Source: an optimization exercise on an open RTL-to-GDS flow (aim: small area). Production flows keep margins and buffers that such runs may drop. Only simulation tests tie the RTL to the original design; equivalence was not proved. No activity file was given, so power comes from the tool's default toggle rates.

## flow/design.v (module list and top-level ports; edited modules follow where they fit)
// module g_inv: 3 lines
// module g_nand2: 3 lines
// module g_nor2: 3 lines
// module g_nand3: 3 lines
// module g_a21oi: 3 lines
// module g_a21boi: 3 lines
// module g_nor2b: 3 lines
// module g_o21ai: 3 lines
// module g_o22ai: 3 lines
// module arbiter256: 2868 lines
module arbiter256 (
	input enable,
	input [255:0] req,
	output [255:0] grant,
	output reg [7:0] select,
	output reg valid,
	input clock,
	input reset
);
  // ...
==> flow/flow/run.sh <==
#!/bin/bash
# The standard layout (standard.sh), with these changes:
#  - after synthesis, every combinational cell is sized down to the
#    smallest cell of its function (flow/downsize.tcl); timing repair
#    sizes up again where needed;
#  - the port buffers are the smallest buffer cell;
#  - repair_design after placement does not use the largest buffers
#    (flow/resize_dont_use.tcl);
#  - clock tree synthesis options from flow/cts_args.txt.
cp standard.sh standard_sh.txt
export POST_SYNTH_TCL="$PWD/flow/downsize.tcl"
export PRE_RESIZE_TCL="$PWD/flow/resize_dont_use.tcl"
export BUFFER_PORTS_ARGS="-buffer_cell sky130_fd_sc_hd__buf_1"
if [[ -f flow/cts_args.txt ]]; then
  export CTS_ARGS="$(cat flow/cts_args.txt)"
fi
bash standard.sh > standard.log 2>&1
==> flow/flow/cts_args.txt <==
-sink_clustering_enable -repair_clock_nets -dont_use_dummy_load -buf_list {sky130_fd_sc_hd__clkbuf_8} -sink_clustering_size 16 -sink_clustering_max_diameter 80
==> flow/flow/downsize.tcl <==
# Size every combinational cell from synthesis down to the smallest cell of
# the same function (timing repair later sizes up where timing needs it).
set n 0
foreach inst [get_cells *] {
  set cell [get_property $inst ref_name]
  if {![regexp {^(sky130_fd_sc_hd__([a-z0-9]+))_([0-9]+)$} $cell -> base fn drive]} { continue }
  if {[regexp {^(df|dl|sdf|edf|sedf|clk|buf|conb|tap|fill|decap|diode)} $fn]} { continue }
  set best $cell
  set best_area [get_property [get_lib_cells $cell] area]
  foreach lc [get_lib_cells ${base}_*] {
    set name [get_property $lc name]
    if {![regexp "^${base}_\[0-9\]+\$" $name]} { continue }
    if {[get_property $lc dont_use]} { continue }
    set a [get_property $lc area]
    if {$a < $best_area - 1e-6} { set best $name; set best_area $a }
  }
  if {$best ne $cell} {
    replace_cell $inst $best
    incr n
  }
}
puts "downsize: replaced $n cells"
==> flow/flow/resize_dont_use.tcl <==
# Keep repair_design to the smaller buffers when it buffers the reset net.
set_dont_use [get_lib_cells {sky130_fd_sc_hd__buf_8 sky130_fd_sc_hd__buf_12 sky130_fd_sc_hd__buf_16}]
==> flow/standard.sh <==
#!/bin/bash
# synth_recipe.tcl (not shown) runs the flow's synth.tcl, then flattens the netlist and writes it again
# the make line also repeats each setting of config.mk as NAME=value (left out here)
make -C /OpenROAD-flow-scripts/flow DESIGN_CONFIG=/design/flow/config.mk WORK_HOME=/design/flow/orfs CLKGATE_MAP_FILE= SYNTH_SCRIPT=/design/flow/synth_recipe.tcl "${@:-finish}"
==> flow/config.mk <==
export PLATFORM = sky130hd
export DESIGN_NAME = arbiter256
export DESIGN_NICKNAME = arbiter256
export VERILOG_FILES = /design/flow/design.v
export SDC_FILE = /design/flow/constraint.sdc
export NUM_CORES = 4
export LEC_CHECK = 0
export CAP_MARGIN = 20
export CORE_MARGIN = 2
export CORE_UTILIZATION = 40
export GPL_TIMING_DRIVEN = 0
export SLEW_MARGIN = 20
export SYNTH_HIERARCHICAL = 1
==> flow/constraint.sdc <==
create_clock -name core_clock -period 3.5 [get_ports {clock}]
set_input_delay 0.7000 -clock core_clock [delete_from_list [all_inputs] [get_ports {clock}]]
set_output_delay 0.7000 -clock core_clock [all_outputs]
set_load 0.01 [all_outputs]
==> impl_results.md, run 1 <==
* Checks that blocked a clean result: negative setup slack
* Setup slack on the worst flop-to-flop path at 1.10 ns
* Global-route met3 utilization at 8.37%
* Via count of the first global-routing pass at 14720
* Net count reported at finish at 2751
* Cell area after technology mapping at 0.0150 mm2
* Highest-count cells in the layout ignoring fill and taps: 570 x sky130_fd_sc_hd__nor2_1, 523 x sky130_fd_sc_hd__buf_1, 374 x sky130_fd_sc_hd__o22ai_1, 264 x sky130_fd_sc_hd__dfrtp_1, 256 x sky130_fd_sc_hd__nor2b_1
* Setup_tns at -0.0130 ns
* Top power consumer group: registers
* Buffers plus inverters on the worst setup path at 2
* Outcome: failed layout checks
* Crit path from: select[6]$_DFF_PP0_
* Placeable core area at 0.0368 mm2
* Wire length of the first global-routing pass at 81.0 mm
* CTS clk-pin slew, worst paths at 0.10 ns
* Pre-Repair DR Iteration Count at 6
* Antenna cell count at 6
* Number of gates resized after CTS at 0
* Power consumed by sequential cells at 4.31 mW
* Worst path setup slack after routing at -0.0130 ns
* # Post-CTS Setup Buffers at 0
* Cells after synthesis at 1936
* Register fraction of the total cell area at 36.9%
* Arrival @ worst endpoint at 2.81 ns
* Clock-cell share of area at 1.69%
* Sum of met3 wire segment lengths after detailed routing at 5.19 mm
* Max-cap viol count at 0
* Die Area at 0.0390 mm2
* Share of post-route cells with drive strength above 1 at 1.37%
* TritonCTS clock tree: done
* Count of multi-input gates at 1530
* Clock Power Share at 16.4%
* Endpoints failing setup at 1
* Post-detailed-placement half-perimeter wirelength at 43.9 mm
* Worst-case setup slack after placement at 0.652 ns
* Worst reg2reg path depth at 10
* Total via count after detailed routing at 16117
* Effective utilization at floorplan at 40.7%
==> inputs of run 2 (changes only) <==
==> flow/flow/downsize.tcl (replaced) <==
# Size every combinational cell from synthesis down to the smallest cell of
# the same function; then give the cells that drive many pins a stronger
# drive (the platform keeps later resizing to the same footprint).
proc fn_variants {base} {
  set out {}
  foreach lc [get_lib_cells ${base}_*] {
    set name [get_property $lc name]
    if {![regexp "^${base}_(\[0-9\]+)\$" $name -> dr]} { continue }
    if {[get_property $lc dont_use]} { continue }
    lappend out [list $dr $name [get_property $lc area]]
  }
  return $out
}
set n 0
set m 0
foreach inst [get_cells *] {
  set cell [get_property $inst ref_name]
  if {![regexp {^(sky130_fd_sc_hd__([a-z0-9]+))_([0-9]+)$} $cell -> base fn drive]} { continue }
  if {[regexp {^(df|dl|sdf|edf|sedf|clk|buf|conb|tap|fill|decap|diode)} $fn]} { continue }
  set fanout 0
  foreach pin [get_pins -of_objects $inst -filter "direction == output"] {
    set net [get_nets -of_objects $pin]
    if {$net ne ""} {
      incr fanout [llength [get_pins -of_objects $net -filter "direction == input"]]
    }
  }
  set want 0
  if {$fanout >= 8} { set want 2 }
  set best $cell
  set best_area [get_property [get_lib_cells $cell] area]
  foreach v [fn_variants $base] {
    lassign $v dr name a
    if {$want > 0} {
      if {$dr == $want} { set best $name; set best_area 0 }
    } elseif {$a < $best_area - 1e-6} {
      set best $name; set best_area $a
    }
  }
  if {$best ne $cell} {
    replace_cell $inst $best
    if {$want > 0} { incr m } else { incr n }
  }
}
puts "downsize: sized $n cells down, $m high-fanout cells to drive 2"
--- a/flow/config.mk
+++ b/flow/config.mk
@@ -10,4 +10,5 @@
 export CORE_UTILIZATION = 40
 export GPL_TIMING_DRIVEN = 0
+export SETUP_SLACK_MARGIN = 0.2
 export SLEW_MARGIN = 20
 export SYNTH_HIERARCHICAL = 1
==> impl_results.md, run 2 <==
* Worst min-delay path class: in -> async
* Internal power component at 5.42 mW
* Synthesis Warnings at 7
* Crit path from: select[4]$_DFF_PP0_
* Effective utilization at floorplan at 40.4% (-0.35 points)
* Synthesized area divided by synthesized cell count at 7.80 um2
* Avg Vias per Cell at 5.45
* Final period demand of the worst path at 3.33 ns
* Global-route total usage across every layer at 26.4%
* Buffers plus inverters on the worst setup path at 2 (unchanged)
* Arrival @ worst endpoint at 2.63 ns (-0.18 ns)
* Critical-path cell list: inv_1 > nor2_1 > nand3_2 > nor2_2 > buf_1
* P&R area growth vs syn at 19.6%
* Avg WL per Cell at 18.5 um
* Highest-count cells in the layout ignoring fill and taps: 569 x sky130_fd_sc_hd__nor2_1, 523 x sky130_fd_sc_hd__buf_1, 374 x sky130_fd_sc_hd__o22ai_1, 264 x sky130_fd_sc_hd__dfrtp_1, 256 x sky130_fd_sc_hd__nor2b_1
* Maximum single-stage delay on the critical path at 0.56 ns
* Switching share of power at 44.6%
* Power share of the sequential group at 44.1%
* Final period util at 95.0%
* Top delay family on crit path: simple AND/OR/NAND/NOR gates
* Post-route total power at 9.79 mW
* Utilization after layout at 48.3%
* Number of design-rule violations left by the first detailed-router iteration at 1199
* Wire length of the first global-routing pass at 79.6 mm (-1.7%)
* Headroom to the max-slew limit at 51.6%
* CTS buffer count at 21
* Net Switching at 4.37 mW
* Worst setup EP type: output pin
* Die Area at 0.0393 mm2 (+0.79%)
* Outcome: timing/DRC/antenna clean
* LEAKAGE at 7.00 nW
* Cells after synthesis at 1936 (unchanged)
* TritonCTS clock tree: done
* Number of slew-limit violations in the final report at 0
* Syn Nets at 2195
* Fmax at 301 MHz
* RSZ-0062 raised after global routing: true
* Total via count after detailed routing at 16312 (+1.2%)
* Via count of the first global-routing pass at 14311 (-2.8%)
* Antenna violation net count after detailed routing at 0
* Total number of clock tree sinks at 265
* Setup CP Type: reg -> out
* Post-detailed-placement half-perimeter wirelength at 43.4 mm (-1.1%)
* Critical Path RT at 2.80 ns
* Largest vdd supply drop at 311 uV
* Share of post-route cells with drive strength above 1 at 2.46% (+1.1 points)
* Std-Cell Rows at 71
* Worst-Skew Late Latency at 0.58 ns
* Number of failing hold endpoints at the final stage at 0
* Transition time at the pin with the least slew margin at 0.727 ns
* Net count reported at finish at 2742 (-0.33%)
* Final global-route overflow total at 0
* Max Root-Sink Buffers at 3
* # Post-CTS Setup Buffers at 0 (unchanged)
* Endpoints failing setup at 0 (-1)
* Areal power density over the cells at 542 mW/mm2
* Top register by number of flip-flops: s
* Commonest non-fill, non-tap cell in the layout: sky130_fd_sc_hd__nor2_1
* CP Max Fanout at 16
* Die Y at 198 um
* Initial antenna violation count at 6
* Horiz. Die Dim at 198 um
* Sort of element at the start of the critical path: flop
* Pre-Repair DR Iteration Count at 5 (-1)
* Placeable core area at 0.0374 mm2 (+1.7%)
* Clock Power Share at 15.9% (-0.5 points)
* Logic gate share of total power at 40.0%
* Maximum number of pins on one net before global-route repair at 137
* Remaining design rule violation count at 0
* Root buffer cell: sky130_fd_sc_hd__clkbuf_8
* Final estimated routing congestion in global placement at 0.903
* Count of H-tree levels built during CTS at 1
* Worst Skew at 0.0810 ns
* Slowest-stage cell, CP: sky130_fd_sc_hd__dfrtp_1
* Port bufs at 523
* Regs by FF count: s: 255 flops, select: 8 flops
* DRT Wirelength at 55.4 mm
* CTS clk-pin slew, worst paths at 0.11 ns (about the same)
* Reg-to-reg critical path startpoint: s[255]$_DFF_PP0_
* Max-cap viol count at 0 (unchanged)
* I/O pins at 524
* Cell area after technology mapping at 0.0151 mm2 (+0.80%)
* Max reg flops at 255
-- run 2: cell count changes in the layout (fill, tap and decap cells not counted), moves of 2 or more --
cell	delta
sky130_fd_sc_hd__nand3_4	+2
sky130_fd_sc_hd__nand3_1	-16
sky130_fd_sc_hd__buf_6	-9
sky130_fd_sc_hd__diode_2	-3
sky130_fd_sc_hd__inv_1	-4
sky130_fd_sc_hd__inv_2	+4
sky130_fd_sc_hd__nand2_1	-15
sky130_fd_sc_hd__nand2_2	+15
sky130_fd_sc_hd__nand3_2	+14
-- run 2: final timing paths --
path | depth (start not counted) | slack (ns) | endpoint
max | 5 | 0.17 | grant[251]
min | 2 | 0.25 | s[151]$_DFF_PP0_
max reg2reg | 10 | 1.02 | ev_n_q$_DFF_PP1_
min reg2reg | 2 | 0.59 | s[192]$_DFF_PP0_
max in group asynchronous | 3 | 1.91 | s[168]$_DFF_PP0_
min in group core_clock | 2 | 0.36 | s[243]$_DFF_PP0_
-- run 2: per-layer routing --
| metal | share of wire (%) | global-route usage (%) | wire length [um] | vias to the layer above |
|---|---|---|---|---|
| met1 | 43 | 35.7 | 24000 | 7720 |
| met2 | 46 | 42.6 | 25400 | 599 |
| li1 | - | - | - | 7888 |
| met4 | 2.9 | 8.38 | 1620 | 8 |
| met5 | 0.088 | 0 | 49 | - |
| met3 | 8.0 | 5.35 | 4430 | 97 |
-- run 2: stage by stage --
| stage | cells | instance area, um2 | hold WS [ns] | setup TNS, ns | worst slack (ns) |
|---|---|---|---|---|---|
| final | 2995 | 18100 | 0.254 | 0 | 0.174 |
| after floorplan | 1936 | 15100 | 0.534 | 0 | 0.552 |
| after detailed placement | 2971 | 17700 | 0.562 | 0 | 0.652 |
| after CTS | 2992 | 18000 | 0.280 | 0 | 0.147 |
| after global placement | 2970 | 17700 | 0.554 | -188.42 | -0.744 |
| after global routing | 2994 | 18100 | 0.304 | 0 | 0.0659 |
-- run 2: final cells by class --
| type | instances | area [um2] |
|---|---|---|
| Clock buffer | 21 | 289 |
| Timing Repair Buffer | 524 | 2000 |
| Fill cell | 3819 | 19300 |
| Antenna cell | 3 | 7.51 |
| Tap cell | 511 | 639 |
| Multi-Input combinational cell | 1530 | 7950 |
| Sequential cell | 265 | 6630 |
| Inverter | 141 | 546 |
-- run 2: power groups by stage --
stage | sequential (mW) | clock (mW) | combinational [mW]
final | 4.32 | 1.56 | 3.91
after global routing | 4.43 | 1.75 | 4.25
after CTS | 4.31 | 1.64 | 3.85
after detailed placement | 4.37 | 0 | 3.85
after global placement | 4.32 | 0 | 3.73
after floorplan | 4.18 | 0 | 2.57
-- run 2: repair_timing --
item | 4_1_cts | 5_1_grt
hold buffers | 0 | 0
endpoints found under the setup margin | 4 | 35
gates resized for setup | 1 | 2
pin swaps | 0 | 0
endpoints found under the hold margin | 0 | 0

[separate check: timing with driven ports]
No port has a modelled driver above. Below, the same layouts with a new extraction and two added sets of constraints. Step 1 sets driving cells, clkbuf_16 on the clock port and buf_2 on the other inputs (assumed; they add their load-dependent delay and slew). Step 2 moves the port delays by t, midway between the first and last clock arrival at a register: inputs arrive t later, outputs are due t later. That takes back most of the time a late clock gives input paths. a / b / c = ideal / step 1 / step 2; a / b = the first two.
run | shift t [ns] | setup WS [ns] | clock arrival spread, ns | slew at the worst register clock pin (ns) | worst slew at a driven data input, ns
run 1 | 0.602 | -0.013 / -0.067 / 0.534 | 0.087 / 0.087 | 0.11 / 0.11 | 0.10
run 2 | 0.592 | 0.174 / 0.122 / 0.653 | 0.086 / 0.086 | 0.11 / 0.11 | 0.10
